This design comes from an exercise in tuning for small area on the open sky130 flow, not from production work.
Function was not checked in any run shown here: the RTL went through the layout flow alone.
Power is estimated from default activity; no workload was simulated.

--- design/flow/run.sh ---
#!/bin/bash
# synth_recipe.tcl (not shown) runs the flow's synth.tcl, then flattens the netlist and writes it again
# the make line also repeats each setting of config.mk as NAME=value (left out here)
make -C /OpenROAD-flow-scripts/flow DESIGN_CONFIG=/design/flow/config.mk WORK_HOME=/design/flow/orfs CLKGATE_MAP_FILE= SYNTH_SCRIPT=/design/flow/synth_recipe.tcl finish
--- design/flow/config.mk ---
export PLATFORM = sky130hd
export DESIGN_NAME = lcd
export DESIGN_NICKNAME = lcd
export VERILOG_FILES = /design/flow/design.v
export SDC_FILE = /design/flow/constraint.sdc
export NUM_CORES = 4
export LEC_CHECK = 0
export ABC_AREA = 1
export CAP_MARGIN = 20
export CORE_MARGIN = 2
export CORE_UTILIZATION = 70
export PLACE_DENSITY = 0.8
export SLEW_MARGIN = 20
--- design/flow/constraint.sdc ---
create_clock -name core_clock -period 10.0 [get_ports {clk}]
set_input_delay 2.0000 -clock core_clock [delete_from_list [all_inputs] [get_ports {clk}]]
set_output_delay 2.0000 -clock core_clock [all_outputs]
set_load 0.01 [all_outputs]
--- design/flow/design.v ---
`timescale 1ns / 1ps
module piano(clk,reset,song_sel,led,speakers,digit,mode,a,b,push);
input clk, reset, song_sel, mode, a, b, push;
output [6:0] led;
output speakers;
output [3:0] digit;    
reg [11:0] p;
wire tick = (p == 12'h7ff);
always @(posedge clk)
  if (reset) p <= 12'd0;
  else       p <= p + 12'd1;
wire tick_pre = p[0];
reg qa, qb, qa_dly, up, dn;
always @(posedge clk)
  if (reset) begin
    qa <= 1'b0; qb <= 1'b0; qa_dly <= 1'b0; up <= 1'b0; dn <= 1'b0;
  end else begin
    if (a == b) qa <= a;
    if (a != b) qb <= b;
    qa_dly <= qa;
    up <= !qa_dly && qa && !qb;
    dn <= !qa_dly && qa && qb;
  end
reg [31:0] s;
wire [4:0] lo_up = {1'b0, s[3:0]} + 5'd11;
wire [4:0] lo_dn = {1'b0, s[3:0]} - 5'd11;
reg [27:0] s_hi;
reg sc;
integer i;
always @(*) begin
  sc = dn ? lo_dn[4] : (up & lo_up[4]);
  for (i = 0; i < 28; i = i + 1) begin
    s_hi[i] = s[4+i] ^ sc;
    sc = sc & (s[4+i] ^ dn);
  end
end
always @(posedge clk)
  if (reset) s <= 32'd0;
  else begin
    s[31:4] <= s_hi;
    if (dn) s[3:0] <= lo_dn[3:0];
    else if (up) s[3:0] <= lo_up[3:0];
  end
reg st1, st2, ledv;
reg [9:0] cnt;
reg [7:0] j1, j2;
reg [3:0] note;
reg [3:0] n1, n2;
piano_rom1 R1(.x0(j1[7]),.x1(j1[6]),.x2(j1[5]),.x3(j1[4]),.x4(j1[3]),.x5(j1[2]),.x6(j1[1]),.x7(j1[0]),
               .z0(r1[3]),.z1(r1[2]),.z2(r1[1]),.z3(r1[0]));
piano_rom2 R2(.x0(j2[6]),.x1(j2[5]),.x2(j2[4]),.x3(j2[3]),.x4(j2[2]),.x5(j2[1]),.x6(j2[0]),
               .z0(r2[3]),.z1(r2[2]),.z2(r2[1]),.z3(r2[0]));
wire [3:0] r1, r2;
always @(*) begin n1 = r1; n2 = j2[7] ? 4'd0 : r2; end
always @(posedge clk)
  if (reset) begin
    st1 <= 1'b0; st2 <= 1'b0; ledv <= 1'b0; cnt <= 10'd0;
    j1 <= 8'hff; j2 <= 8'h80; note <= 4'd0;
  end else if (tick) begin
    ledv <= 1'b1;
    if (song_sel) begin
      note <= n1;
      if (!st1) begin st1 <= 1'b1; cnt <= 10'd0; j1 <= 8'd0; end
      else if (cnt == 10'd213) begin cnt <= 10'd0; st1 <= 1'b0; end
      else begin cnt <= cnt + 10'd1; if (j1 != 8'hff) j1 <= j1 + 8'd1; end
    end else begin
      note <= n2;
      if (!st2) begin st2 <= 1'b1; cnt <= 10'd0; j2 <= 8'd0; end
      else if (cnt == 10'd127) begin cnt <= 10'd0; st2 <= 1'b0; end
      else begin cnt <= cnt + 10'd1; if (!j2[7]) j2 <= j2 + 8'd1; end
    end
  end
reg [2:0] code;
always @(*)
  case (note)
    4'd8:  code = 3'd1;
    4'd9:  code = 3'd2;
    4'd10: code = 3'd3;
    4'd11: code = 3'd4;
    4'd12: code = 3'd5;
    4'd13: code = 3'd6;
    4'd14: code = 3'd7;
    4'd15: code = 3'd1;
    default: code = note[2:0];
  endcase
reg [6:0] ledc;
always @(*)
  case (code)
    3'd1: ledc = 7'b0000001;
    3'd2: ledc = 7'b0000010;
    3'd3: ledc = 7'b0000100;
    3'd4: ledc = 7'b0001000;
    3'd5: ledc = 7'b0010000;
    3'd6: ledc = 7'b0100000;
    3'd7: ledc = 7'b1000000;
    default: ledc = 7'b1111111;
  endcase
assign led = ledv ? ledc : 7'd0;
wire [3:0] flag4 = {s[3:0], 1'b0} + s[3:0];
assign digit = mode ? {1'b0, code} : flag4;
localparam [241:0] pre_divf = {11'b11111111111,11'd137,11'd345,11'd531,11'd616,11'd773,11'd912,11'd1036,11'd1092,11'd1197,11'd1290,11'd1332,11'd1410,11'd1480,11'd1542,11'd1570,11'd1622,11'd1668,11'd1690,11'd1728,11'd1764,11'd1795};
wire [10:0] tone1;
piano_tone1 T1(.x0(note[3]),.x1(note[2]),.x2(note[1]),.x3(note[0]),
  .z0(tone1[10]),.z1(tone1[9]),.z2(tone1[8]),.z3(tone1[7]),.z4(tone1[6]),.z5(tone1[5]),
  .z6(tone1[4]),.z7(tone1[3]),.z8(tone1[2]),.z9(tone1[1]),.z10(tone1[0]));
wire [10+255:0] v8 = {pre_divf, 24'd0};
wire [10+127:0] v7 = s[7] ? v8[10+127:0] : v8[10+255:128];
wire [10+63:0]  v6 = s[6] ? v7[10+63:0]  : v7[10+127:64];
wire [10+31:0]  v5 = s[5] ? v6[10+31:0]  : v6[10+63:32];
wire [10+15:0]  v4 = s[4] ? v5[10+15:0]  : v5[10+31:16];
wire [10+7:0]   v3 = s[3] ? v4[10+7:0]   : v4[10+15:8];
wire [10+3:0]   v2 = s[2] ? v3[10+3:0]   : v3[10+7:4];
wire [10+1:0]   v1 = s[1] ? v2[10+1:0]   : v2[10+3:2];
wire [10:0]     v0 = s[0] ? v1[10:0]     : v1[11:1];
wire [10:0] tone0 = (s[31:8] == 24'd0) ? v0 : 11'd0;
wire [10:0] Tone = mode ? tone1 : tone0;
reg [10:0] Count11;
reg FullSpkS, speaker;
always @(posedge clk)
  if (reset) begin
    Count11 <= 11'd0; FullSpkS <= 1'b0; speaker <= 1'b0;
  end else if (tick_pre) begin
    if (Count11 == 11'h7ff) begin
      Count11 <= Tone;
      FullSpkS <= 1'b1;
      if (!FullSpkS) speaker <= ~speaker;
    end else begin
      Count11 <= Count11 + 11'd1;
      FullSpkS <= 1'b0;
    end
  end
assign speakers = speaker;
endmodule
module piano_rom1 ( 
    x0, x1, x2, x3, x4, x5, x6, x7,
    z0, z1, z2, z3  );
  input  x0, x1, x2, x3, x4, x5, x6, x7;
  output z0, z1, z2, z3;
  wire new_n13, new_n14, new_n15, new_n16, new_n17, new_n18, new_n19,
    new_n20, new_n21, new_n22, new_n23, new_n24, new_n25, new_n26, new_n27,
    new_n28, new_n29, new_n30, new_n31, new_n32, new_n33, new_n34, new_n35,
    new_n36, new_n37, new_n38, new_n39, new_n40, new_n41, new_n42, new_n43,
    new_n44, new_n45, new_n46, new_n47, new_n48, new_n49, new_n50, new_n51,
    new_n52, new_n53, new_n54, new_n55, new_n56, new_n57, new_n58, new_n59,
    new_n60, new_n61, new_n62, new_n63, new_n64, new_n65, new_n66, new_n67,
    new_n68, new_n69, new_n70, new_n71, new_n72, new_n73, new_n74, new_n75,
    new_n76, new_n77, new_n78, new_n79, new_n80, new_n81, new_n82, new_n83,
    new_n84, new_n85, new_n86, new_n87, new_n88, new_n89, new_n90, new_n91,
    new_n92, new_n93, new_n94, new_n95, new_n97, new_n98, new_n99,
    new_n100, new_n101, new_n102, new_n103, new_n104, new_n105, new_n106,
    new_n107, new_n108, new_n109, new_n110, new_n111, new_n112, new_n113,
    new_n114, new_n115, new_n116, new_n117, new_n118, new_n119, new_n120,
    new_n121, new_n122, new_n123, new_n124, new_n125, new_n126, new_n127,
    new_n128, new_n129, new_n130, new_n131, new_n132, new_n133, new_n134,
    new_n135, new_n136, new_n137, new_n138, new_n139, new_n140, new_n141,
    new_n142, new_n143, new_n144, new_n145, new_n146, new_n147, new_n148,
    new_n149, new_n150, new_n151, new_n152, new_n153, new_n154, new_n155,
    new_n156, new_n157, new_n158, new_n159, new_n160, new_n161, new_n162,
    new_n163, new_n164, new_n165, new_n166, new_n167, new_n168, new_n169,
    new_n170, new_n171, new_n172, new_n173, new_n174, new_n175, new_n176,
    new_n177, new_n178, new_n179, new_n180, new_n181, new_n182, new_n183,
    new_n184, new_n185, new_n186, new_n187, new_n188, new_n189, new_n190,
    new_n191, new_n192, new_n193, new_n194, new_n195, new_n196, new_n197,
    new_n198, new_n199, new_n200, new_n201, new_n202, new_n203, new_n204,
    new_n205, new_n206, new_n207, new_n208, new_n209, new_n210, new_n211,
    new_n212, new_n213, new_n215, new_n216, new_n217, new_n218, new_n220,
    new_n221, new_n222, new_n223, new_n224, new_n225, new_n226, new_n227,
    new_n228, new_n229, new_n230;
  assign new_n13 = x0 & ~x2;
  assign new_n14 = ~x4 & ~x6;
  assign new_n15 = x7 & new_n14;
  assign new_n16 = ~x4 & ~x5;
  assign new_n17 = x5 & x6;
  assign new_n18 = ~x7 & new_n17;
  assign new_n19 = ~x1 & ~new_n16;
  assign new_n20 = ~new_n18 & new_n19;
  assign new_n21 = ~x3 & x5;
  assign new_n22 = x4 & x6;
  assign new_n23 = x1 & ~new_n21;
  assign new_n24 = ~new_n22 & new_n23;
  assign new_n25 = ~x2 & ~new_n15;
  assign new_n26 = ~new_n20 & new_n25;
  assign new_n27 = ~new_n24 & new_n26;
  assign new_n28 = x0 & ~new_n27;
  assign new_n29 = x5 & ~x7;
  assign new_n30 = ~x4 & x5;
  assign new_n31 = ~x2 & x7;
  assign new_n32 = ~new_n30 & new_n31;
  assign new_n33 = ~new_n22 & new_n32;
  assign new_n34 = x4 & x5;
  assign new_n35 = ~new_n16 & ~new_n34;
  assign new_n36 = x2 & new_n14;
  assign new_n37 = ~x7 & new_n35;
  assign new_n38 = ~new_n36 & new_n37;
  assign new_n39 = ~new_n33 & ~new_n38;
  assign new_n40 = x3 & ~new_n39;
  assign new_n41 = ~x6 & ~x7;
  assign new_n42 = x4 & new_n41;
  assign new_n43 = ~new_n14 & ~new_n22;
  assign new_n44 = new_n21 & ~new_n43;
  assign new_n45 = x3 & new_n14;
  assign new_n46 = ~x5 & new_n45;
  assign new_n47 = ~new_n42 & ~new_n44;
  assign new_n48 = ~new_n46 & new_n47;
  assign new_n49 = x2 & ~new_n48;
  assign new_n50 = ~new_n40 & ~new_n49;
  assign new_n51 = ~x1 & ~new_n50;
  assign new_n52 = new_n29 & ~new_n51;
  assign new_n53 = x1 & ~x3;
  assign new_n54 = x7 & new_n53;
  assign new_n55 = ~new_n52 & ~new_n54;
  assign new_n56 = ~x6 & ~new_n34;
  assign new_n57 = ~new_n32 & new_n56;
  assign new_n58 = ~new_n27 & new_n57;
  assign new_n59 = ~new_n55 & new_n58;
  assign new_n60 = ~x4 & x7;
  assign new_n61 = x1 & new_n17;
  assign new_n62 = ~x3 & ~new_n61;
  assign new_n63 = ~new_n60 & ~new_n62;
  assign new_n64 = x6 & x7;
  assign new_n65 = ~x5 & ~new_n64;
  assign new_n66 = x1 & ~new_n65;
  assign new_n67 = ~x2 & ~new_n29;
  assign new_n68 = ~new_n43 & new_n67;
  assign new_n69 = ~new_n66 & new_n68;
  assign new_n70 = ~x0 & ~new_n69;
  assign new_n71 = ~new_n63 & ~new_n70;
  assign new_n72 = x2 & x6;
  assign new_n73 = ~x1 & ~x3;
  assign new_n74 = new_n34 & ~new_n73;
  assign new_n75 = new_n35 & new_n73;
  assign new_n76 = x3 & x7;
  assign new_n77 = x1 & new_n16;
  assign new_n78 = ~new_n76 & new_n77;
  assign new_n79 = ~new_n74 & ~new_n75;
  assign new_n80 = ~new_n78 & new_n79;
  assign new_n81 = new_n72 & ~new_n80;
  assign new_n82 = ~new_n71 & ~new_n81;
  assign new_n83 = ~new_n59 & new_n82;
  assign new_n84 = ~new_n28 & ~new_n83;
  assign new_n85 = x0 & new_n51;
  assign new_n86 = ~x1 & ~x2;
  assign new_n87 = ~x6 & ~new_n76;
  assign new_n88 = ~new_n35 & ~new_n87;
  assign new_n89 = ~new_n22 & new_n35;
  assign new_n90 = ~x0 & ~new_n89;
  assign new_n91 = x6 & new_n76;
  assign new_n92 = ~new_n90 & ~new_n91;
  assign new_n93 = new_n86 & ~new_n88;
  assign new_n94 = ~new_n92 & new_n93;
  assign new_n95 = ~new_n85 & ~new_n94;
  assign z2 = new_n84 | ~new_n95;
  assign new_n97 = x1 & x3;
  assign new_n98 = ~x4 & new_n97;
  assign new_n99 = x4 & ~new_n73;
  assign new_n100 = ~new_n97 & new_n99;
  assign new_n101 = ~new_n98 & ~new_n100;
  assign new_n102 = x3 & ~x4;
  assign new_n103 = new_n18 & new_n102;
  assign new_n104 = x2 & x5;
  assign new_n105 = ~new_n16 & ~new_n104;
  assign new_n106 = new_n53 & ~new_n105;
  assign new_n107 = ~x7 & new_n86;
  assign new_n108 = x3 & x4;
  assign new_n109 = ~new_n17 & new_n108;
  assign new_n110 = ~new_n107 & new_n109;
  assign new_n111 = ~new_n103 & ~new_n106;
  assign new_n112 = ~new_n110 & new_n111;
  assign new_n113 = ~x0 & ~new_n112;
  assign new_n114 = ~new_n59 & new_n113;
  assign new_n115 = ~x0 & ~x2;
  assign new_n116 = ~x3 & ~x5;
  assign new_n117 = x0 & x2;
  assign new_n118 = ~new_n115 & new_n116;
  assign new_n119 = ~new_n117 & new_n118;
  assign new_n120 = new_n42 & new_n119;
  assign new_n121 = x0 & new_n102;
  assign new_n122 = new_n72 & ~new_n121;
  assign new_n123 = ~x0 & x5;
  assign new_n124 = x7 & new_n123;
  assign new_n125 = ~x3 & ~new_n30;
  assign new_n126 = ~new_n124 & new_n125;
  assign new_n127 = ~new_n122 & ~new_n126;
  assign new_n128 = new_n72 & new_n116;
  assign new_n129 = ~x1 & ~new_n14;
  assign new_n130 = ~new_n41 & new_n129;
  assign new_n131 = ~new_n128 & new_n130;
  assign new_n132 = ~new_n127 & new_n131;
  assign new_n133 = ~x5 & x7;
  assign new_n134 = x3 & ~new_n133;
  assign new_n135 = ~x2 & x6;
  assign new_n136 = ~new_n134 & new_n135;
  assign new_n137 = ~x0 & x1;
  assign new_n138 = x2 & ~new_n60;
  assign new_n139 = new_n137 & ~new_n138;
  assign new_n140 = ~new_n136 & new_n139;
  assign new_n141 = ~new_n58 & new_n140;
  assign new_n142 = ~new_n120 & ~new_n132;
  assign new_n143 = ~new_n141 & new_n142;
  assign new_n144 = ~new_n114 & new_n143;
  assign new_n145 = new_n101 & ~new_n144;
  assign new_n146 = ~z2 & ~new_n145;
  assign new_n147 = z2 & new_n101;
  assign new_n148 = ~new_n146 & ~new_n147;
  assign new_n149 = ~x3 & new_n29;
  assign new_n150 = ~x6 & new_n76;
  assign new_n151 = ~x4 & ~new_n73;
  assign new_n152 = ~new_n61 & new_n151;
  assign new_n153 = ~new_n149 & ~new_n150;
  assign new_n154 = new_n152 & new_n153;
  assign new_n155 = ~new_n148 & ~new_n154;
  assign new_n156 = new_n13 & ~new_n155;
  assign new_n157 = new_n30 & new_n76;
  assign new_n158 = ~x3 & new_n34;
  assign new_n159 = ~new_n77 & ~new_n157;
  assign new_n160 = ~new_n158 & new_n159;
  assign new_n161 = ~x6 & ~new_n97;
  assign new_n162 = x6 & ~new_n53;
  assign new_n163 = ~new_n161 & ~new_n162;
  assign new_n164 = ~new_n160 & new_n163;
  assign new_n165 = ~x3 & new_n22;
  assign new_n166 = ~x1 & ~x6;
  assign new_n167 = x5 & ~new_n76;
  assign new_n168 = new_n166 & new_n167;
  assign new_n169 = ~new_n165 & ~new_n168;
  assign new_n170 = ~new_n41 & ~new_n64;
  assign new_n171 = x0 & ~new_n170;
  assign new_n172 = new_n73 & ~new_n171;
  assign new_n173 = new_n169 & new_n172;
  assign new_n174 = ~new_n164 & ~new_n173;
  assign new_n175 = ~x2 & ~new_n174;
  assign new_n176 = ~x1 & ~new_n123;
  assign new_n177 = ~new_n17 & ~new_n133;
  assign new_n178 = new_n138 & ~new_n177;
  assign new_n179 = ~new_n42 & ~new_n178;
  assign new_n180 = x3 & new_n176;
  assign new_n181 = ~new_n179 & new_n180;
  assign new_n182 = ~new_n35 & new_n43;
  assign new_n183 = x0 & new_n73;
  assign new_n184 = new_n182 & new_n183;
  assign new_n185 = ~new_n181 & ~new_n184;
  assign new_n186 = ~new_n175 & new_n185;
  assign new_n187 = ~new_n156 & new_n186;
  assign new_n188 = x3 & ~x5;
  assign new_n189 = new_n176 & ~new_n188;
  assign new_n190 = new_n169 & new_n189;
  assign new_n191 = new_n187 & new_n190;
  assign new_n192 = ~new_n17 & new_n53;
  assign new_n193 = new_n115 & ~new_n192;
  assign new_n194 = ~x0 & x2;
  assign new_n195 = ~x6 & new_n194;
  assign new_n196 = ~new_n160 & new_n195;
  assign new_n197 = new_n14 & new_n73;
  assign new_n198 = ~x1 & new_n117;
  assign new_n199 = ~x2 & new_n53;
  assign new_n200 = new_n89 & new_n199;
  assign new_n201 = ~new_n198 & ~new_n200;
  assign new_n202 = ~new_n73 & new_n182;
  assign new_n203 = ~new_n168 & ~new_n202;
  assign new_n204 = ~x4 & ~new_n203;
  assign new_n205 = ~new_n13 & ~new_n116;
  assign new_n206 = ~new_n204 & new_n205;
  assign new_n207 = ~new_n201 & ~new_n206;
  assign new_n208 = new_n22 & new_n137;
  assign new_n209 = ~new_n148 & new_n208;
  assign new_n210 = ~new_n193 & ~new_n197;
  assign new_n211 = ~new_n196 & new_n210;
  assign new_n212 = ~new_n207 & new_n211;
  assign new_n213 = ~new_n209 & new_n212;
  assign z0 = new_n191 | ~new_n213;
  assign new_n215 = ~new_n35 & new_n84;
  assign new_n216 = ~z0 & ~new_n215;
  assign new_n217 = ~new_n204 & ~new_n216;
  assign new_n218 = ~x0 & ~new_n217;
  assign z1 = ~new_n187 | new_n218;
  assign new_n220 = ~new_n13 & ~new_n166;
  assign new_n221 = new_n117 & new_n133;
  assign new_n222 = ~new_n45 & new_n169;
  assign new_n223 = ~new_n104 & ~new_n115;
  assign new_n224 = ~new_n222 & new_n223;
  assign new_n225 = x3 & ~new_n16;
  assign new_n226 = new_n63 & ~new_n225;
  assign new_n227 = ~new_n77 & ~new_n221;
  assign new_n228 = ~new_n226 & new_n227;
  assign new_n229 = ~new_n224 & new_n228;
  assign new_n230 = ~new_n220 & ~new_n229;
  assign z3 = ~new_n144 | new_n230;
endmodule
module piano_rom2 ( 
    x0, x1, x2, x3, x4, x5, x6,
    z0, z1, z2, z3  );
  input  x0, x1, x2, x3, x4, x5, x6;
  output z0, z1, z2, z3;
  wire new_n12, new_n13, new_n14, new_n16, new_n17, new_n18, new_n19,
    new_n20, new_n21, new_n22, new_n23, new_n24, new_n25, new_n26, new_n27,
    new_n28, new_n29, new_n30, new_n31, new_n32, new_n34, new_n35, new_n36,
    new_n37, new_n38, new_n39, new_n41, new_n42;
  assign new_n12 = ~x0 & ~x1;
  assign new_n13 = x3 & x4;
  assign new_n14 = ~x2 & ~new_n13;
  assign z0 = ~new_n12 | ~new_n14;
  assign new_n16 = x2 & ~x3;
  assign new_n17 = ~x1 & ~new_n16;
  assign new_n18 = x1 & x2;
  assign new_n19 = ~x3 & new_n18;
  assign new_n20 = ~x0 & ~new_n17;
  assign new_n21 = ~new_n19 & new_n20;
  assign new_n22 = x0 & ~x1;
  assign new_n23 = x3 & x5;
  assign new_n24 = x6 & new_n23;
  assign new_n25 = new_n22 & new_n24;
  assign new_n26 = ~new_n21 & ~new_n25;
  assign new_n27 = x4 & ~new_n26;
  assign new_n28 = ~x3 & ~x4;
  assign new_n29 = x0 & new_n18;
  assign new_n30 = ~x0 & ~new_n18;
  assign new_n31 = new_n28 & ~new_n29;
  assign new_n32 = ~new_n30 & new_n31;
  assign z2 = new_n27 | new_n32;
  assign new_n34 = x0 & new_n16;
  assign new_n35 = x1 & new_n14;
  assign new_n36 = new_n13 & new_n18;
  assign new_n37 = ~new_n12 & ~new_n34;
  assign new_n38 = ~new_n36 & new_n37;
  assign new_n39 = ~new_n35 & new_n38;
  assign z1 = ~z2 & new_n39;
  assign new_n41 = ~new_n21 & ~new_n39;
  assign new_n42 = new_n28 & ~new_n41;
  assign z3 = new_n25 | new_n42;
endmodule
module piano_tone1 ( 
    x0, x1, x2, x3,
    z0, z1, z2, z3, z4, z5, z6, z7, z8, z9, z10  );
  input  x0, x1, x2, x3;
  output z0, z1, z2, z3, z4, z5, z6, z7, z8, z9, z10;
  wire new_n16, new_n17, new_n18, new_n19, new_n20, new_n21, new_n22,
    new_n23, new_n24, new_n25, new_n26, new_n27, new_n28, new_n30, new_n32,
    new_n33, new_n34, new_n35, new_n36, new_n38, new_n39, new_n40, new_n41,
    new_n42, new_n44, new_n45, new_n46, new_n48, new_n49, new_n51, new_n52,
    new_n56, new_n57, new_n58, new_n60;
  assign new_n16 = ~x2 & x3;
  assign new_n17 = ~x0 & x3;
  assign new_n18 = ~x1 & ~x2;
  assign new_n19 = ~x1 & x3;
  assign new_n20 = ~new_n18 & ~new_n19;
  assign new_n21 = ~new_n17 & ~new_n20;
  assign new_n22 = x1 & x2;
  assign new_n23 = x0 & ~new_n22;
  assign new_n24 = ~x0 & ~x3;
  assign new_n25 = x0 & x3;
  assign new_n26 = ~new_n24 & ~new_n25;
  assign new_n27 = x1 & ~new_n23;
  assign new_n28 = new_n26 & new_n27;
  assign z8 = new_n21 | new_n28;
  assign new_n30 = ~new_n16 & z8;
  assign z0 = x0 | new_n30;
  assign new_n32 = x1 & ~new_n17;
  assign new_n33 = x2 & new_n19;
  assign new_n34 = ~x2 & ~new_n19;
  assign new_n35 = ~new_n32 & ~new_n33;
  assign new_n36 = ~new_n34 & new_n35;
  assign z1 = ~new_n23 & ~new_n36;
  assign new_n38 = x1 & ~x2;
  assign new_n39 = new_n24 & ~new_n38;
  assign new_n40 = ~x0 & ~new_n16;
  assign new_n41 = ~new_n18 & ~new_n22;
  assign new_n42 = ~new_n40 & new_n41;
  assign z2 = new_n39 | new_n42;
  assign new_n44 = x0 & new_n38;
  assign new_n45 = ~new_n16 & ~new_n24;
  assign new_n46 = ~new_n41 & ~new_n45;
  assign z3 = new_n44 | new_n46;
  assign new_n48 = ~new_n18 & new_n26;
  assign new_n49 = ~new_n19 & ~new_n22;
  assign z4 = ~new_n48 & new_n49;
  assign new_n51 = ~x2 & ~new_n26;
  assign new_n52 = ~new_n25 & ~new_n51;
  assign z5 = ~new_n44 & ~new_n52;
  assign z6 = new_n33 | new_n39;
  assign z7 = new_n36 | new_n51;
  assign new_n56 = ~x0 & new_n20;
  assign new_n57 = x0 & ~new_n20;
  assign new_n58 = ~new_n16 & ~new_n56;
  assign z9 = ~new_n57 & new_n58;
  assign new_n60 = ~z1 & new_n45;
  assign z10 = ~new_n32 & ~new_n60;
endmodule
`timescale 1ns / 1ps
module VGA(clk,rst2,hsync,vsync,vga_r,vga_g,vga_b,a,b);
input a, b;
input clk;
input rst2;
output hsync, vsync;
output vga_r, vga_g, vga_b;
reg [10:0] x_cnt;    
reg [9:0]  y_cnt;    
reg hsync_r, vsync_r;
wire x_end = x_cnt[10] & (&x_cnt[3:0]);                             
wire y_end = y_cnt[9] & y_cnt[7] & y_cnt[4] & y_cnt[3] & y_cnt[0];  
always @(posedge clk or negedge rst2)
  if (!rst2)      x_cnt <= 11'd0;
  else if (x_end) x_cnt <= 11'd0;
  else            x_cnt <= x_cnt + 11'd1;
always @(posedge clk or negedge rst2)
  if (!rst2)      y_cnt <= 10'd0;
  else if (y_end) y_cnt <= 10'd0;
  else if (x_end) y_cnt <= y_cnt + 10'd1;
always @(posedge clk or negedge rst2)
  if (!rst2)                   hsync_r <= 1'b1;
  else if (x_cnt == 11'd0)     hsync_r <= 1'b0;
  else if (x_cnt == 11'd120)   hsync_r <= 1'b1;
always @(posedge clk or negedge rst2)
  if (!rst2)                   vsync_r <= 1'b1;
  else if (y_cnt == 10'd0)     vsync_r <= 1'b0;
  else if (y_cnt == 10'd6)     vsync_r <= 1'b1;
assign hsync = hsync_r;
assign vsync = vsync_r;
reg qa, qb, qa_dly, up, dn;
always @(posedge clk or negedge rst2)
  if (!rst2) begin
    qa <= 1'b0; qb <= 1'b0; qa_dly <= 1'b0; up <= 1'b0; dn <= 1'b0;
  end else begin
    if (a == b) qa <= a;
    if (a != b) qb <= b;
    qa_dly <= qa;
    up <= !qa_dly && qa && !qb;
    dn <= !qa_dly && qa && qb;
  end
reg [31:0] xl;
wire [5:0] lo_up = {1'b0, xl[4:0]} + 6'd25;
wire [5:0] lo_dn = {1'b0, xl[4:0]} - 6'd25;
reg [26:0] xl_hi;
reg xc;
integer i;
always @(*) begin
  xc = dn ? lo_dn[5] : (up & lo_up[5]);
  for (i = 0; i < 27; i = i + 1) begin
    xl_hi[i] = xl[5+i] ^ xc;
    xc = xc & (xl[5+i] ^ dn);
  end
end
always @(posedge clk or negedge rst2)
  if (!rst2) xl <= 32'd200;
  else begin
    xl[31:5] <= xl_hi;
    if (dn) xl[4:0] <= lo_dn[4:0];
    else if (up) xl[4:0] <= lo_up[4:0];
  end
wire [11:0] dx = {1'b0, x_cnt} - {1'b0, xl[10:0]};
wire fx = (xl[31:11] == 21'd0) && !dx[11] && (dx[10:5] == 6'd0) &&
          !(dx[4] & (dx[3] | (dx[2] & (dx[1] | dx[0]))));
wire pa, pb, pc;           
vga_pix P(.x0(x_cnt[10]),.x1(x_cnt[9]),.x2(x_cnt[8]),.x3(x_cnt[7]),.x4(x_cnt[6]),.x5(x_cnt[5]),
          .x6(x_cnt[4]),.x7(x_cnt[3]),.x8(x_cnt[2]),.x9(x_cnt[1]),.x10(x_cnt[0]),
          .z0(pa),.z1(pb),.z2(pc));
wire vy, ya, yb, yc, yd;   
vga_row Y(.x0(y_cnt[9]),.x1(y_cnt[8]),.x2(y_cnt[7]),.x3(y_cnt[6]),.x4(y_cnt[5]),.x5(y_cnt[4]),
          .x6(y_cnt[3]),.x7(y_cnt[2]),.x8(y_cnt[1]),.x9(y_cnt[0]),
          .z0(vy),.z1(ya),.z2(yb),.z3(yc),.z4(yd));
wire valid = !x_end && vy;
reg rgb;
always @(posedge clk)
  rgb <= !valid | (ya & pa) | (yb & pb) | (yc & pc) | (yd & fx);
assign vga_r = rgb;
assign vga_g = rgb;
assign vga_b = rgb;
endmodule
module vga_pix ( 
    x0, x1, x2, x3, x4, x5, x6, x7, x8, x9, x10,
    z0, z1, z2  );
  input  x0, x1, x2, x3, x4, x5, x6, x7, x8, x9, x10;
  output z0, z1, z2;
  wire new_n15, new_n16, new_n17, new_n18, new_n19, new_n20, new_n21,
    new_n22, new_n23, new_n24, new_n25, new_n26, new_n27, new_n28, new_n29,
    new_n30, new_n31, new_n32, new_n33, new_n34, new_n35, new_n36, new_n37,
    new_n38, new_n39, new_n40, new_n41, new_n42, new_n43, new_n44, new_n45,
    new_n46, new_n47, new_n48, new_n49, new_n50, new_n51, new_n52, new_n53,
    new_n54, new_n55, new_n56, new_n57, new_n58, new_n59, new_n60, new_n61,
    new_n62, new_n63, new_n64, new_n65, new_n66, new_n67, new_n68, new_n69,
    new_n70, new_n71, new_n72, new_n73, new_n74, new_n75, new_n76, new_n77,
    new_n78, new_n79, new_n80, new_n81, new_n82, new_n83, new_n84, new_n85,
    new_n86, new_n87, new_n88, new_n89, new_n90, new_n91, new_n92, new_n93,
    new_n94, new_n95, new_n96, new_n97, new_n98, new_n99, new_n100,
    new_n101, new_n102, new_n103, new_n104, new_n105, new_n106, new_n107,
    new_n108, new_n109, new_n110, new_n111, new_n112, new_n113, new_n114,
    new_n115, new_n116, new_n117, new_n118, new_n119, new_n120, new_n121,
    new_n122, new_n123, new_n124, new_n125, new_n126, new_n127, new_n128,
    new_n129, new_n130, new_n131, new_n132, new_n133, new_n134, new_n135,
    new_n136, new_n137, new_n138, new_n139, new_n140, new_n141, new_n142,
    new_n143, new_n144, new_n145, new_n146, new_n147, new_n148, new_n149,
    new_n150, new_n151, new_n152, new_n153, new_n155, new_n156, new_n157,
    new_n158, new_n159, new_n160, new_n161, new_n162, new_n163, new_n165,
    new_n166, new_n167, new_n168, new_n169, new_n170, new_n171, new_n172,
    new_n173, new_n174, new_n175, new_n176, new_n177, new_n178, new_n179,
    new_n180;
  assign new_n15 = x6 & ~x7;
  assign new_n16 = x9 & x10;
  assign new_n17 = ~x8 & ~new_n16;
  assign new_n18 = ~x4 & ~x5;
  assign new_n19 = ~x3 & new_n18;
  assign new_n20 = new_n15 & new_n17;
  assign new_n21 = new_n19 & new_n20;
  assign new_n22 = ~x9 & ~x10;
  assign new_n23 = ~x8 & new_n22;
  assign new_n24 = ~x6 & x7;
  assign new_n25 = new_n19 & new_n24;
  assign new_n26 = ~new_n23 & new_n25;
  assign new_n27 = x4 & ~x5;
  assign new_n28 = x6 & x7;
  assign new_n29 = new_n23 & new_n28;
  assign new_n30 = new_n15 & new_n16;
  assign new_n31 = ~new_n29 & ~new_n30;
  assign new_n32 = new_n27 & ~new_n31;
  assign new_n33 = x5 & ~x8;
  assign new_n34 = x4 & new_n15;
  assign new_n35 = x9 & new_n28;
  assign new_n36 = ~new_n34 & ~new_n35;
  assign new_n37 = x4 & x9;
  assign new_n38 = new_n33 & ~new_n37;
  assign new_n39 = ~new_n36 & new_n38;
  assign new_n40 = ~new_n26 & ~new_n39;
  assign new_n41 = ~new_n32 & new_n40;
  assign new_n42 = ~x7 & new_n22;
  assign new_n43 = ~x5 & x8;
  assign new_n44 = new_n16 & new_n43;
  assign new_n45 = ~new_n33 & ~new_n44;
  assign new_n46 = x7 & ~new_n45;
  assign new_n47 = ~x3 & ~new_n16;
  assign new_n48 = ~x4 & ~new_n47;
  assign new_n49 = ~new_n46 & new_n48;
  assign new_n50 = x6 & ~new_n42;
  assign new_n51 = ~new_n49 & new_n50;
  assign new_n52 = x4 & x5;
  assign new_n53 = x3 & new_n52;
  assign new_n54 = ~new_n51 & ~new_n53;
  assign new_n55 = x8 & new_n15;
  assign new_n56 = new_n27 & new_n55;
  assign new_n57 = ~x4 & x5;
  assign new_n58 = ~new_n17 & new_n28;
  assign new_n59 = ~x8 & ~x9;
  assign new_n60 = ~x6 & ~x7;
  assign new_n61 = x8 & x9;
  assign new_n62 = ~new_n59 & new_n60;
  assign new_n63 = ~new_n61 & new_n62;
  assign new_n64 = ~new_n58 & ~new_n63;
  assign new_n65 = new_n57 & ~new_n64;
  assign new_n66 = x8 & ~x9;
  assign new_n67 = new_n24 & new_n52;
  assign new_n68 = new_n66 & new_n67;
  assign new_n69 = ~x3 & ~new_n56;
  assign new_n70 = ~new_n68 & new_n69;
  assign new_n71 = ~new_n65 & new_n70;
  assign new_n72 = ~new_n54 & ~new_n71;
  assign new_n73 = x8 & ~new_n22;
  assign new_n74 = new_n67 & new_n73;
  assign new_n75 = ~x2 & ~new_n56;
  assign new_n76 = ~new_n74 & new_n75;
  assign new_n77 = ~new_n72 & new_n76;
  assign new_n78 = ~new_n21 & new_n41;
  assign new_n79 = new_n77 & new_n78;
  assign new_n80 = x1 & ~new_n79;
  assign new_n81 = new_n57 & new_n61;
  assign new_n82 = new_n22 & new_n27;
  assign new_n83 = ~new_n81 & ~new_n82;
  assign new_n84 = ~x2 & ~x9;
  assign new_n85 = ~x4 & ~x6;
  assign new_n86 = ~new_n84 & new_n85;
  assign new_n87 = ~x5 & ~x8;
  assign new_n88 = ~new_n86 & new_n87;
  assign new_n89 = new_n83 & ~new_n88;
  assign new_n90 = x7 & ~new_n89;
  assign new_n91 = new_n18 & new_n31;
  assign new_n92 = new_n90 & new_n91;
  assign new_n93 = ~new_n37 & ~new_n66;
  assign new_n94 = new_n60 & new_n93;
  assign new_n95 = ~new_n28 & ~new_n94;
  assign new_n96 = x5 & new_n17;
  assign new_n97 = ~new_n43 & ~new_n96;
  assign new_n98 = ~new_n95 & ~new_n97;
  assign new_n99 = ~new_n92 & ~new_n98;
  assign new_n100 = ~x2 & ~new_n99;
  assign new_n101 = new_n18 & new_n73;
  assign new_n102 = new_n45 & ~new_n101;
  assign new_n103 = ~x7 & ~new_n102;
  assign new_n104 = ~new_n98 & new_n103;
  assign new_n105 = ~new_n90 & ~new_n104;
  assign new_n106 = x2 & new_n64;
  assign new_n107 = ~new_n105 & new_n106;
  assign new_n108 = new_n28 & new_n52;
  assign new_n109 = new_n93 & new_n108;
  assign new_n110 = x3 & ~new_n109;
  assign new_n111 = ~new_n100 & new_n110;
  assign new_n112 = ~new_n107 & new_n111;
  assign new_n113 = ~new_n71 & ~new_n112;
  assign new_n114 = new_n52 & new_n55;
  assign new_n115 = ~x2 & new_n22;
  assign new_n116 = x3 & ~new_n115;
  assign new_n117 = new_n114 & new_n116;
  assign new_n118 = ~new_n80 & ~new_n117;
  assign new_n119 = ~new_n113 & new_n118;
  assign new_n120 = x3 & x4;
  assign new_n121 = ~x5 & new_n60;
  assign new_n122 = new_n120 & ~new_n121;
  assign new_n123 = new_n59 & new_n120;
  assign new_n124 = x2 & ~new_n123;
  assign new_n125 = ~x1 & ~new_n122;
  assign new_n126 = ~new_n124 & new_n125;
  assign new_n127 = ~x0 & ~new_n126;
  assign new_n128 = new_n119 & new_n127;
  assign new_n129 = ~new_n16 & new_n114;
  assign new_n130 = x3 & ~new_n22;
  assign new_n131 = new_n33 & ~new_n130;
  assign new_n132 = x3 & new_n43;
  assign new_n133 = ~new_n131 & ~new_n132;
  assign new_n134 = new_n24 & ~new_n120;
  assign new_n135 = new_n16 & new_n34;
  assign new_n136 = ~new_n134 & ~new_n135;
  assign new_n137 = ~new_n133 & ~new_n136;
  assign new_n138 = x8 & x10;
  assign new_n139 = new_n60 & ~new_n138;
  assign new_n140 = ~new_n28 & ~new_n139;
  assign new_n141 = ~x3 & new_n27;
  assign new_n142 = ~new_n61 & new_n141;
  assign new_n143 = ~new_n81 & ~new_n142;
  assign new_n144 = ~new_n140 & ~new_n143;
  assign new_n145 = new_n57 & new_n60;
  assign new_n146 = new_n138 & new_n145;
  assign new_n147 = ~new_n129 & ~new_n146;
  assign new_n148 = ~new_n137 & new_n147;
  assign new_n149 = ~new_n144 & new_n148;
  assign new_n150 = x2 & ~new_n149;
  assign new_n151 = new_n25 & ~new_n45;
  assign new_n152 = ~new_n21 & ~new_n151;
  assign new_n153 = ~new_n150 & new_n152;
  assign z0 = new_n128 & new_n153;
  assign new_n155 = x4 & x8;
  assign new_n156 = new_n27 & new_n28;
  assign new_n157 = ~x9 & new_n156;
  assign new_n158 = new_n60 & ~new_n83;
  assign new_n159 = ~new_n67 & ~new_n157;
  assign new_n160 = ~new_n158 & new_n159;
  assign new_n161 = ~x1 & ~x3;
  assign new_n162 = ~new_n155 & new_n161;
  assign new_n163 = ~new_n160 & new_n162;
  assign z1 = new_n128 & ~new_n163;
  assign new_n165 = x2 & new_n156;
  assign new_n166 = ~x2 & ~x4;
  assign new_n167 = new_n60 & new_n166;
  assign new_n168 = ~new_n165 & ~new_n167;
  assign new_n169 = ~new_n119 & ~new_n168;
  assign new_n170 = ~new_n41 & ~new_n73;
  assign new_n171 = ~new_n51 & new_n170;
  assign new_n172 = new_n77 & ~new_n171;
  assign new_n173 = x1 & ~new_n172;
  assign new_n174 = ~new_n24 & ~new_n34;
  assign new_n175 = x2 & new_n104;
  assign new_n176 = ~new_n100 & ~new_n175;
  assign new_n177 = x3 & ~new_n174;
  assign new_n178 = ~new_n176 & new_n177;
  assign new_n179 = new_n127 & ~new_n178;
  assign new_n180 = ~new_n173 & new_n179;
  assign z2 = ~new_n169 & new_n180;
endmodule
module vga_row ( 
    x0, x1, x2, x3, x4, x5, x6, x7, x8, x9,
    z0, z1, z2, z3, z4  );
  input  x0, x1, x2, x3, x4, x5, x6, x7, x8, x9;
  output z0, z1, z2, z3, z4;
  wire new_n16, new_n17, new_n18, new_n19, new_n20, new_n21, new_n22,
    new_n23, new_n24, new_n25, new_n26, new_n27, new_n28, new_n29, new_n30,
    new_n32, new_n33, new_n34, new_n35, new_n36, new_n37, new_n38, new_n39,
    new_n40, new_n41, new_n42, new_n43, new_n44, new_n45, new_n48, new_n49,
    new_n50, new_n52, new_n53, new_n54, new_n55;
  assign new_n16 = ~x1 & ~x2;
  assign new_n17 = x7 & x9;
  assign new_n18 = x8 & new_n17;
  assign new_n19 = ~x6 & ~new_n18;
  assign new_n20 = x4 & x5;
  assign new_n21 = x3 & new_n20;
  assign new_n22 = ~new_n19 & new_n21;
  assign new_n23 = new_n16 & ~new_n22;
  assign new_n24 = x0 & ~new_n23;
  assign new_n25 = x5 & x6;
  assign new_n26 = new_n18 & new_n25;
  assign new_n27 = ~x0 & ~x3;
  assign new_n28 = ~x4 & new_n27;
  assign new_n29 = new_n16 & new_n28;
  assign new_n30 = ~new_n26 & new_n29;
  assign z0 = ~new_n24 & ~new_n30;
  assign new_n32 = x8 & x9;
  assign new_n33 = ~x5 & ~x6;
  assign new_n34 = ~x4 & ~x7;
  assign new_n35 = ~new_n32 & new_n34;
  assign new_n36 = new_n33 & new_n35;
  assign new_n37 = ~x0 & ~x1;
  assign new_n38 = x2 & new_n37;
  assign new_n39 = x7 & x8;
  assign new_n40 = ~x6 & ~new_n39;
  assign new_n41 = new_n20 & ~new_n40;
  assign new_n42 = ~x3 & ~new_n41;
  assign new_n43 = new_n38 & new_n42;
  assign new_n44 = new_n17 & new_n20;
  assign new_n45 = ~new_n36 & ~new_n44;
  assign z1 = new_n43 & new_n45;
  assign z2 = new_n43 & new_n44;
  assign new_n48 = x3 & x4;
  assign new_n49 = ~new_n33 & new_n48;
  assign new_n50 = new_n38 & ~new_n49;
  assign z3 = ~new_n42 & new_n50;
  assign new_n52 = ~x7 & ~x8;
  assign new_n53 = new_n25 & ~new_n52;
  assign new_n54 = x1 & ~x2;
  assign new_n55 = new_n28 & new_n54;
  assign z4 = ~new_n53 & new_n55;
endmodule
`timescale 1ns / 1ps
module lcd( clk, LCD_E,reset,rst2, mode,a,b,push,LCD_RS, LCD_RW, SF_D ,chg,cal,sw_3,hsync,vsync,vga_r,vga_g,vga_b,song_sel,led, speakers);
  input a,b,push,mode;
  input clk,reset,rst2;
  output [6:0]led;
  output speakers;
  output reg LCD_E;
  output reg LCD_RS;
  output LCD_RW;
  output [11:8] SF_D;
  input song_sel;
  input cal,chg,sw_3;
  output hsync;
  output vsync;
  output vga_r;
  output vga_g;
  output vga_b;
  assign LCD_RW = 1'b0;
  wire [3:0] digit;
  reg [7:0] f;
  reg [5:0] k;
  reg lp;
  reg [3:0] sf_d;
  reg [6:0] ad;       
  reg [3:0] cap;      
  assign SF_D = sf_d;
  wire [7:0] address = {ad != 7'h7f, ad};
  wire f_end = (f == 8'd241);
  wire xfer = lp ? (k[5:1] == 5'd0) : (k[5:2] == 4'b1011);
  wire G = lp && (k == 6'd1) && (f == 8'd185);
  wire [3:0] nib;
  lcd_nib N(.x0(lp),.x1(k[1]),.x2(k[0]),.x3(f[4]),.x4(ad[6]),.x5(ad[5]),.x6(ad[4]),.x7(ad[3]),
            .x8(ad[2]),.x9(ad[1]),.x10(ad[0]),.x11(cap[3]),.x12(cap[2]),.x13(cap[1]),.x14(cap[0]),
            .z0(nib[3]),.z1(nib[2]),.z2(nib[1]),.z3(nib[0]));
  always @(posedge clk) begin
    if (reset) begin
      f <= 8'd128; k <= 6'd0; lp <= 1'b0;
      LCD_E <= 1'b0; LCD_RS <= 1'b0; sf_d <= 4'h0;
      ad <= 7'h40; cap <= 4'hf;
    end else begin
      if (!lp && k == 6'd50 && f == 8'd224) begin
        f <= 8'd0; k <= 6'd0; lp <= 1'b1;
      end else if (lp && f == 8'd242) begin
        f <= 8'd0; k <= 6'd0;
      end else if (f_end) begin
        if (lp && k == 6'd5) f <= 8'd242;
        else begin f <= 8'd0; k <= k + 6'd1; end
      end else
        f <= f + 8'd1;
      if (!lp && k == 6'd31 && f == 8'd129) begin LCD_E <= 1'b1; sf_d <= 4'h3; end
      if (!lp && k == 6'd43 && f == 8'd23) sf_d <= 4'h2;
      if (xfer) begin
        if (f == 8'd0) begin sf_d <= nib; LCD_E <= 1'b0; LCD_RS <= lp & k[0]; end
        if (f == 8'd5 || f == 8'd25) LCD_E <= 1'b1;
        if (f == 8'd19 || f == 8'd28) LCD_E <= 1'b0;
        if (f == 8'd22) sf_d <= nib;
      end
      if (G) begin
        ad <= (ad == 7'h4f) ? 7'h7f : ad + 7'd1;
        cap <= (address == 8'h8c) ? digit : {3'b000, ~song_sel};
      end
    end
  end
  VGA   U2(clk,rst2,hsync,vsync,vga_r,vga_g,vga_b,a, b);
  piano U3(clk,reset,song_sel,led,speakers,digit,mode,a, b, push);
endmodule
module lcd_nib ( 
    x0, x1, x2, x3, x4, x5, x6, x7, x8, x9, x10, x11, x12, x13,
    x14,
    z0, z1, z2, z3  );
  input  x0, x1, x2, x3, x4, x5, x6, x7, x8, x9, x10, x11, x12,
    x13, x14;
  output z0, z1, z2, z3;
  wire new_n20, new_n21, new_n22, new_n23, new_n24, new_n25, new_n26,
    new_n27, new_n28, new_n29, new_n30, new_n31, new_n32, new_n33, new_n34,
    new_n35, new_n36, new_n37, new_n38, new_n39, new_n40, new_n41, new_n42,
    new_n43, new_n44, new_n45, new_n46, new_n47, new_n48, new_n49, new_n50,
    new_n51, new_n52, new_n53, new_n54, new_n55, new_n56, new_n57, new_n58,
    new_n59, new_n60, new_n61, new_n62, new_n63, new_n64, new_n65, new_n66,
    new_n68, new_n69, new_n70, new_n71, new_n72, new_n73, new_n74, new_n75,
    new_n76, new_n77, new_n78, new_n79, new_n80, new_n81, new_n82, new_n83,
    new_n84, new_n85, new_n86, new_n87, new_n88, new_n89, new_n90, new_n91,
    new_n92, new_n93, new_n94, new_n95, new_n96, new_n97, new_n98, new_n99,
    new_n100, new_n102, new_n103, new_n104, new_n105, new_n106, new_n107,
    new_n108, new_n109, new_n110, new_n111, new_n112, new_n113, new_n114,
    new_n115, new_n116, new_n117, new_n118, new_n119, new_n120, new_n122,
    new_n123, new_n124, new_n125, new_n126, new_n127, new_n128, new_n129,
    new_n130, new_n131, new_n132, new_n133, new_n134, new_n135, new_n136,
    new_n137, new_n138, new_n139, new_n140, new_n141, new_n142, new_n143,
    new_n144, new_n145, new_n146, new_n147, new_n148, new_n149, new_n150,
    new_n151, new_n152, new_n153, new_n154, new_n155, new_n156;
  assign new_n20 = ~x2 & x3;
  assign new_n21 = x0 & ~x7;
  assign new_n22 = new_n20 & ~new_n21;
  assign new_n23 = x0 & ~x3;
  assign new_n24 = ~x2 & new_n23;
  assign new_n25 = x4 & ~x14;
  assign new_n26 = ~x9 & ~x10;
  assign new_n27 = x7 & new_n25;
  assign new_n28 = ~new_n26 & new_n27;
  assign new_n29 = x7 & x9;
  assign new_n30 = ~new_n26 & ~new_n29;
  assign new_n31 = x4 & ~new_n30;
  assign new_n32 = x10 & new_n31;
  assign new_n33 = ~x5 & ~x6;
  assign new_n34 = x2 & new_n33;
  assign new_n35 = x0 & new_n34;
  assign new_n36 = ~new_n28 & new_n35;
  assign new_n37 = ~new_n32 & new_n36;
  assign new_n38 = x7 & x8;
  assign new_n39 = ~x8 & ~x10;
  assign new_n40 = ~x7 & new_n39;
  assign new_n41 = ~new_n38 & ~new_n40;
  assign new_n42 = ~x10 & ~new_n41;
  assign new_n43 = ~x3 & ~new_n42;
  assign new_n44 = ~x8 & ~x9;
  assign new_n45 = x4 & new_n44;
  assign new_n46 = x4 & x8;
  assign new_n47 = x9 & new_n46;
  assign new_n48 = x10 & ~new_n45;
  assign new_n49 = ~new_n47 & new_n48;
  assign new_n50 = new_n41 & ~new_n49;
  assign new_n51 = x8 & ~x9;
  assign new_n52 = x10 & x11;
  assign new_n53 = ~x12 & ~x13;
  assign new_n54 = new_n52 & new_n53;
  assign new_n55 = x3 & x7;
  assign new_n56 = ~new_n54 & new_n55;
  assign new_n57 = ~x4 & new_n51;
  assign new_n58 = ~new_n56 & new_n57;
  assign new_n59 = ~new_n50 & ~new_n58;
  assign new_n60 = new_n37 & ~new_n43;
  assign new_n61 = ~new_n59 & new_n60;
  assign new_n62 = ~new_n24 & ~new_n61;
  assign new_n63 = x5 & x6;
  assign new_n64 = x8 & new_n63;
  assign new_n65 = new_n32 & new_n64;
  assign new_n66 = ~new_n62 & ~new_n65;
  assign z0 = new_n22 | new_n66;
  assign new_n68 = ~x10 & new_n47;
  assign new_n69 = ~x4 & x8;
  assign new_n70 = ~new_n49 & ~new_n69;
  assign new_n71 = x3 & ~new_n70;
  assign new_n72 = ~new_n68 & ~new_n71;
  assign new_n73 = ~x7 & ~new_n72;
  assign new_n74 = ~new_n38 & ~new_n73;
  assign new_n75 = ~x9 & ~x11;
  assign new_n76 = x3 & x12;
  assign new_n77 = new_n75 & new_n76;
  assign new_n78 = x7 & ~new_n77;
  assign new_n79 = ~x4 & ~new_n78;
  assign new_n80 = ~new_n74 & ~new_n79;
  assign new_n81 = ~x4 & ~x9;
  assign new_n82 = ~new_n75 & ~new_n81;
  assign new_n83 = new_n42 & ~new_n82;
  assign new_n84 = ~new_n68 & ~new_n83;
  assign new_n85 = ~x4 & ~x8;
  assign new_n86 = new_n30 & new_n85;
  assign new_n87 = ~new_n31 & ~new_n86;
  assign new_n88 = x3 & ~new_n87;
  assign new_n89 = new_n37 & ~new_n88;
  assign new_n90 = new_n84 & new_n89;
  assign new_n91 = ~new_n80 & new_n90;
  assign new_n92 = x4 & new_n24;
  assign new_n93 = ~x0 & ~x1;
  assign new_n94 = x2 & ~new_n93;
  assign new_n95 = x3 & ~new_n94;
  assign new_n96 = ~x2 & new_n93;
  assign new_n97 = x0 & ~x8;
  assign new_n98 = ~new_n96 & ~new_n97;
  assign new_n99 = new_n95 & new_n98;
  assign new_n100 = ~new_n92 & ~new_n99;
  assign z1 = new_n91 | ~new_n100;
  assign new_n102 = x5 & new_n24;
  assign new_n103 = x3 & new_n26;
  assign new_n104 = ~new_n81 & ~new_n103;
  assign new_n105 = new_n52 & ~new_n53;
  assign new_n106 = x10 & x13;
  assign new_n107 = x3 & ~new_n106;
  assign new_n108 = ~new_n105 & ~new_n107;
  assign new_n109 = x8 & ~new_n108;
  assign new_n110 = ~new_n104 & ~new_n109;
  assign new_n111 = ~x3 & new_n85;
  assign new_n112 = ~new_n110 & ~new_n111;
  assign new_n113 = x7 & ~new_n112;
  assign new_n114 = ~new_n73 & ~new_n113;
  assign new_n115 = new_n35 & ~new_n114;
  assign new_n116 = x0 & x9;
  assign new_n117 = new_n20 & ~new_n116;
  assign new_n118 = ~new_n95 & ~new_n96;
  assign new_n119 = ~new_n117 & ~new_n118;
  assign new_n120 = ~new_n102 & ~new_n119;
  assign z2 = new_n115 | ~new_n120;
  assign new_n122 = ~x2 & ~x6;
  assign new_n123 = new_n23 & ~new_n122;
  assign new_n124 = x2 & ~new_n29;
  assign new_n125 = ~new_n69 & new_n124;
  assign new_n126 = ~x10 & ~new_n125;
  assign new_n127 = x9 & new_n85;
  assign new_n128 = ~x7 & ~new_n47;
  assign new_n129 = ~new_n127 & new_n128;
  assign new_n130 = x14 & new_n51;
  assign new_n131 = x10 & ~new_n130;
  assign new_n132 = ~x4 & ~new_n105;
  assign new_n133 = ~new_n131 & new_n132;
  assign new_n134 = ~new_n129 & ~new_n133;
  assign new_n135 = new_n34 & ~new_n134;
  assign new_n136 = ~new_n20 & ~new_n135;
  assign new_n137 = x0 & ~new_n126;
  assign new_n138 = new_n84 & new_n137;
  assign new_n139 = ~new_n136 & new_n138;
  assign new_n140 = ~x0 & x3;
  assign new_n141 = new_n94 & new_n140;
  assign new_n142 = ~new_n123 & ~new_n141;
  assign new_n143 = ~new_n139 & new_n142;
  assign new_n144 = x14 & new_n45;
  assign new_n145 = ~new_n44 & ~new_n46;
  assign new_n146 = ~x7 & ~new_n145;
  assign new_n147 = ~new_n144 & ~new_n146;
  assign new_n148 = new_n84 & ~new_n147;
  assign new_n149 = x7 & ~new_n25;
  assign new_n150 = new_n39 & new_n149;
  assign new_n151 = ~new_n127 & ~new_n150;
  assign new_n152 = ~new_n148 & new_n151;
  assign new_n153 = new_n148 & ~new_n151;
  assign new_n154 = ~x3 & new_n33;
  assign new_n155 = ~new_n152 & new_n154;
  assign new_n156 = ~new_n153 & new_n155;
  assign z3 = ~new_n143 & ~new_n156;
endmodule
==> impl_metrics.toml, run 1 <==
[floorplan]
core_region_area_mm2 = 0.01933
start_util_pct = 70.92
chipHeight_um = 144.0
rows = 51
die_w_um = 144.0
io_pins = 31
die_area_mm2 = 0.02072

[routing]
wire_per_inst_um = 15.55
viasPerCell = 6.010
firstDrtPassIters = 6
ant_nets = 0
drc_errors = 0
drt_iter0_drc = 1175
num_vias = 13980
finalWirelength_mm = 36.17

[yosys]
synthDistinctLibCells = 70
synth_area_per_cell_um2 = 6.631
synth-edff-count = 0
yosys_warnings = 3
synth_top_area_cell = "dfxtp_1"
yosys.area_share.adder_pct = 5.676
synth_compound_area_share_pct = 20.67
synth_top_family_by_area = "simple AND/OR/NAND/NOR gates"
synth-main-ff-cell = "dfxtp_1"
yosys.area.top_type_share_pct = 18.69
syn_nets = 2140
synthTopCellsByArea = "dfxtp_1 (19%), nand2_1 (11%), dfrtp_1 (10%)"
syn-cell-area_mm2 = 0.01371
synthArstFlopShare_pct = 31.91
synth-xor-area-share_pct = 3.960
synth_seq_area_share_pct = 29.68
yosys.area_share.simple_pct = 29.17
syn_inst = 2068
muxShareOfSynthArea_pct = 0.07300
ys_ff_latch = 188

[sta]
fin_crit_sh_pct = 44.51
skew_ns = 0.01146
worst_pin_slew_ns = 0.9896
fmax_mhz = 224.7
slew_headroom_pct = 33.52
min_period_ns = 4.451
drv_slew = 0
hold_viol_final = 0
setup_viol = 0
tns_ns = 0
rsz0062_at_grt = "false"

[placement]
placed_cell_area_mm2 = 0.01402
port_buffers = 25
dpl.hpwl_mm = 25.37
place.gp.congestion = 0.9506

[setup_path]
crit_path_end = "led[2]"
crit_cells = 7
rrSetupSlack_ns = 6.07
crit_chain = "nor2_1, inv_1, o21ai_0, nor2_1, nand2_1, a21oi_1, clkdlybuf4s50_1"
slowest_delay_ns = 0.58
cp-end-kind = "primary output"
r2r_start = "U3.s[2]$_SDFFE_PP0P_"
cp_top_family = "buffers and inverters"
worstSetupPathType = "reg2out"
reg2reg_depth = 19
r2r_end = "U3.s[29]$_SDFF_PP0_"
critPathLaunchType = "register"
cp-startpoint = "U3.note[3]$_SDFFE_PP0N_"
worstPathArrival_ns = 2.45
critPathMaxFanout = 7
crit_path_frequent_cell = "nor2_1"
critPathRequiredTime_ns = 8.00
slowest_stage = "clkdlybuf4s50_1"
path_buf_inv = 2

[clock_tree]
cts_resized = 0
cts_setup_buffers = 0
clk_transition_reported_paths_ns = 0.07
cts_sinks = 188
hold_buffers = 0
cts_max_level = 4
clockBufferDepth = 2
root_buffer = "clkbuf_16"
insertion_delay_ns = 0.45
cts_buffers = 17
cts_tree = "done"

[layout]
diodes = 0
nets = 2120
final_cell_mix = "nand2_1 (389), inv_1 (289), nor2_1 (207), o21ai_0 (183), a21oi_1 (146)"
n_fill_cell = 1497
layout-area-overhead-vs-synth_pct = 6.761
final_util_pct = 75.71
drive_gt1_share_pct = 5.628
final_common_cell = "nand2_1"
fin_area_mm2 = 0.01464

[power]
p_total_w = 0.001767
ir_drop_v = 0.0001235
power_leakage_nw = 6.209
powerDensity_mw_per_mm2 = 120.7

[grt]
grt_max_degree = 49
grt_overflow = 0
grt_util_all_layers_pct = 34.62
antenna_found_initial = 0
grt_pass1_wl_mm = 59.02
grt_pass1_vias = 13000

[flow_run]
maxCapViolCount = 0

[hold_path]
whs_path_depth = 0
hold_class = "reg2reg"

[outcome]
status = "timing/DRC/antenna clean"
## cells in the mapped netlist (all sizes together), types with 3 or more instances
master and n:
ha 59, a21oi 149, or2 14, a32o 7
nor3 54, a31oi 23, and3 4, a211oi 9
o2111ai 7, clkinv 8, o221ai 9, a221oi 3
dfxtp 128, o21a 3, o21ai 195, xnor2 10
clkbuf 49, and2 5, o211ai 22, nand2 402
dfstp 5, buf 20, dfrtp 55, nor4 30
a22oi 4, o22ai 21, xor2 52, inv 304
nand4 25, nand3b 5, o311ai 5, o31ai 7
nand3 129, a41oi 3, a311oi 3, nor2 221
## report_power, final
group,internal (W),leakage [nW],switching [W]
combinational,0.0000904,4.09,0.000154
sequential,0.000785,1.82,0.0000331
clock,0.000374,0.298,0.000331
## registers in the layout, indices dropped and copies added, names as in the netlist, 4 cells and up
signal,flops
U3.s,32
sf_d,4
k,6
ad,7
f,8
U3.cnt,10
U2.x_cnt,11
U3.j1,8
U3.Count11,11
U3.j2,8
cap,4
U2.xl,32
U3.note,4
U3.p,12
U2.y_cnt,10
## metrics by stage
| stage | std cells | worst slack (ns) | hold WS [ns] |
|---|---|---|---|
| 3_5_place_dp | 2294 | 5.742 | 0.3792 |
| 5_1_grt | 2326 | 5.435 | 0.4243 |
| 6_report | 2326 | 5.549 | 0.3998 |
| 4_1_cts | 2326 | 5.624 | 0.4032 |
| 3_3_place_gp | 2294 | 5.784 | 0.3802 |
| 2_1_floorplan | 2068 | 6.743 | 0.3679 |
## metal layers
layer | routed length, um | vias to the layer above | global-route usage (%) | share of wire, %
li1 | - | 6867 | - | -
met1 | 15600 | 6433 | 44.64 | 43
met2 | 17470 | 584 | 59.80 | 48
met3 | 2271 | 95 | 4.632 | 6.3
met4 | 825 | 0 | 11.71 | 2.3
met5 | 0 | - | 0 | 0
## kinds of logic (layout without fill, tap and decap cells)
kind of cell               after synthesis  count (layout)
xor gates and xnor gates                62              62
AOI/OAI and AO/OA                      482             482
DFF                                    188             188
adders and majority gates               61              61
muxes                                    1               1
and+or+nand+nor                        892             892
other                                    1               1
buffers and inverters                  381             374
## final cells by class
class | count | area (um2) | area share [%]
well taps | 265 | 331.6 | 2.265
repair buffers | 30 | 277.8 | 1.897
clock inverters | 11 | 111.4 | 0.7607
clock buffers | 21 | 503.0 | 3.436
inverters | 312 | 1176 | 8.034
flip-flops and latches | 188 | 4070 | 27.80
multi-input cells | 1499 | 8169 | 55.80
## how the worst min path moves through the flow
stage	startpoint	end	slack (ns)
CTS	U2.qa$_DFFE_PN0N_	U2.qa_dly$_DFF_PN0_	0.40
floorplan	U2.qa$_DFFE_PN0N_	U2.qa_dly$_DFF_PN0_	0.37
finish	U2.qa$_DFFE_PN0N_	U2.qa_dly$_DFF_PN0_	0.40
global route	U2.qa$_DFFE_PN0N_	U2.qa_dly$_DFF_PN0_	0.42
detailed placement	U2.qa$_DFFE_PN0N_	U2.qa_dly$_DFF_PN0_	0.38
global placement	U2.qa$_DFFE_PN0N_	U2.qa_dly$_DFF_PN0_	0.38
==> inputs of run 2 (changes only) <==
--- a/design/flow/config.mk
+++ b/design/flow/config.mk
@@ -9,5 +9,6 @@
 export CAP_MARGIN = 20
 export CORE_MARGIN = 2
 export CORE_UTILIZATION = 70
+export CTS_BUF_LIST = sky130_fd_sc_hd__clkbuf_8
 export PLACE_DENSITY = 0.8
 export SLEW_MARGIN = 20
==> run 2 against run 1 <==
Register-to-register slack got worse by 0.05 ns. Worst setup slack improved by 0.012 ns. Clock power decreased by 21%. Maximum frequency is 0.26% higher. Non-clock buffer count is the same. Critical path depth did not move. Total power shrank 8.5%. Count of clock-buffer cells in the layout decreased by 2. Cell area fell by 1.2%. Sequential share of layout area up 0.34 points.
==> impl_metrics.toml, run 2 <==
[outcome]
status = "timing/DRC/antenna clean"

[yosys]
synth_seq_area_share_pct = 29.68
syn_nets = 2140
synthDistinctLibCells = 70
synth-edff-count = 0
synth-main-ff-cell = "dfxtp_1"
syn-cell-area_mm2 = 0.01371
synth_area_per_cell_um2 = 6.631
yosys.area.top_type_share_pct = 18.69
ys_ff_latch = 188
yosys-top-cells-count = "nand2_1 (389), inv_1 (289), nor2_1 (207), o21ai_0 (183), a21oi_1 (146)"
synth_top_area_cell = "dfxtp_1"
synthArstFlopShare_pct = 31.91
synthTopCellsByArea = "dfxtp_1 (19%), nand2_1 (11%), dfrtp_1 (10%)"
syn_inst = 2068
yosys_warnings = 3
yosysMostFrequentCell = "nand2_1"

[routing]
num_vias = 13950
wl_met1_mm = 15.41
met2WireLength_mm = 16.96
viasPerCell = 5.995
topRoutingLayerUsed = "met4"
ant_nets = 0
dr_wl_met3_mm = 2.335
wire_per_inst_um = 15.18
drc_errors = 0
firstDrtPassIters = 6
finalWirelength_mm = 35.32
drt_iter0_drc = 1284

[placement]
port_buffers = 25
dpl.hpwl_mm = 25.37
place.gp.congestion = 0.9506

[flow_run]
maxCapViolCount = 0

[setup_path]
cp_top_family = "buffers and inverters"
slowest_stage = "clkdlybuf4s50_1"
critPathRequiredTime_ns = 8.00
cp-end-kind = "primary output"
critPathMaxFanout = 11
worstPathArrival_ns = 2.44
crit_chain = "nand2_1, inv_1, o21ai_0, nor2_1, nand2_1, a21oi_1, clkdlybuf4s50_1"
slowest_delay_ns = 0.57
rrSetupSlack_ns = 6.02
r2r_start = "U3.s[2]$_SDFFE_PP0P_"
critPathLaunchType = "register"
path_buf_inv = 2
worstSetupPathType = "reg2out"
reg2reg_depth = 19
r2r_end = "U3.s[30]$_SDFF_PP0_"
crit_path_frequent_cell = "nand2_1"

[sta]
hold_slack_ns = 0.4175
setup_viol = 0
rsz0062_at_grt = "false"
min_period_ns = 4.439
fin_crit_sh_pct = 44.39
skew_ns = 0.01674
drv_slew = 0
slew_headroom_pct = 39.49
fmax_mhz = 225.3
tns_ns = 0
hold_viol_final = 0
worst_pin_slew_ns = 0.8993

[clock_tree]
cts_buffers = 17
root_buffer = "clkbuf_8"
clockBufferDepth = 2
cts_max_level = 4
insertion_delay_ns = 0.49
cts_resized = 0
cts_tree = "done"
cts_sinks = 188
cts_setup_buffers = 0
clk_transition_reported_paths_ns = 0.10
hold_buffers = 0

[power]
power_leakage_nw = 6.126
ir_drop_v = 0.00009895
powerDensity_mw_per_mm2 = 111.7

[floorplan]
start_util_pct = 70.92
chipHeight_um = 144.0
die_area_mm2 = 0.02072
die_w_um = 144.0
rows = 51
core_region_area_mm2 = 0.01933
io_pins = 31

[grt]
grt_overflow = 0
grt_max_degree = 49
grt_util_all_layers_pct = 33.81
grt_pass1_wl_mm = 57.84
grt_pass1_vias = 12850
antenna_found_initial = 0

[layout]
diodes = 0
final_cell_mix = "nand2_1 (389), inv_1 (289), nor2_1 (207), o21ai_0 (183), a21oi_1 (146)"
layout-area-overhead-vs-synth_pct = 5.475
drive_gt1_share_pct = 5.677
final_common_cell = "nand2_1"
nets = 2120
largestRegisters = "U2.xl (32), U3.s (32), U3.p (12)"

[hold_path]
holdPathEnd = "U2.qa_dly$_DFF_PN0_"
holdCritStartpoint = "U2.qa$_DFFE_PN0N_"
whs_path_depth = 0
hold_class = "reg2reg"
[run 2: area by class of cell]
cell class | count | area, um2
inverter | 312 | 1176
fill | 1551 | 4872
timing repair buffer | 30 | 277.8
multi-input combinational | 1499 | 8174
clock inverter | 13 | 171.4
sequential | 188 | 4070
tap | 265 | 331.6
clock buffer | 19 | 261.5
[run 2: logic make-up (layout without fill, tap and decap cells)]
family | Yosys count | after routing | share of synthesized area, %
DFF | 188 | 188 | 29.68
adders and majority gates | 61 | 61 | 5.676
other | 1 | 1 | 0.02735
muxes | 1 | 1 | 0.07300
buffers and inverters | 381 | 374 | 10.74
xor gates and xnor gates | 62 | 62 | 3.960
AOI/OAI and AO/OA | 482 | 482 | 20.67
and+or+nand+nor | 892 | 892 | 29.17
[run 2: stage by stage]
step / setup slack (ns) / util (%) / instances / instance area, um2 / total power (W)
floorplan: 6.743 / - / 2068 / 13710 / 0.001015
global placement: 5.784 / 72.54 / 2294 / 14020 / 0.001053
detailed placement: 5.742 / 72.54 / 2294 / 14020 / 0.001070
CTS: 5.593 / 74.78 / 2326 / 14460 / 0.001615
global route: 5.385 / 74.80 / 2326 / 14460 / 0.001685
finish: 5.561 / 74.80 / 2326 / 14460 / 0.001616
[run 2: how the worst max path moves through the flow]
stage                                        from                    endpoint  slack (ns)  cells after the start
after CTS                 U3.note[2]$_SDFFE_PP0N_                      led[2]        5.59                      7
after global routing      U3.note[3]$_SDFFE_PP0N_                      led[2]        5.39                      7
after floorplan           U3.note[2]$_SDFFE_PP0N_                      led[6]        6.74                      7
final                     U3.note[2]$_SDFFE_PP0N_                      led[2]        5.56                      7
after detailed placement                     mode  U3.Count11[8]$_SDFFE_PP0P_        5.74                      6
after global placement                       mode  U3.Count11[8]$_SDFFE_PP0P_        5.78                      6
[run 2: power breakdown]
part	internal, W	switching [W]	total [W]
combinational	0.0000902	0.000151	0.000241
sequential	0.000785	0.0000329	0.000818
clock	0.000247	0.000310	0.000557
total	0.00112	0.000494	0.00162
[run 2: metal layers]
layer  vias up  GRT usage, %
met4         0         9.804
met3        71         4.865
met1      6459         43.97
met2       557         58.47
met5         -             0
li1       6858             -

static timing again, ports no longer ideal:
How much do the figures lean on ideal ports? The routed layouts below were timed once more, with nothing changed but the port constraints.
Step 1 assumes that a clkbuf_16 drives the clock port and a buf_2 every other input.
Step 2, shift: input delay + t, output delay - t, t = (earliest + latest rising clock arrival at the registers) / 2. This alone moves slack from input paths to output paths.
a / b / c = ideal ports / drivers / drivers and shift; a / b = the first two.
| run | t, ns | slack for setup (ns) | clock arrival spread, ns | slew at the worst register clock pin (ns) |
|---|---|---|---|---|
| run 1 | 0.493 | 5.549 / 5.498 / 5.648 | 0.013 / 0.012 | 0.08 / 0.08 |
| run 2 | 0.524 | 5.561 / 5.514 / 5.800 | 0.017 / 0.017 | 0.11 / 0.11 |
After both steps setup and hold are still met in every run listed.
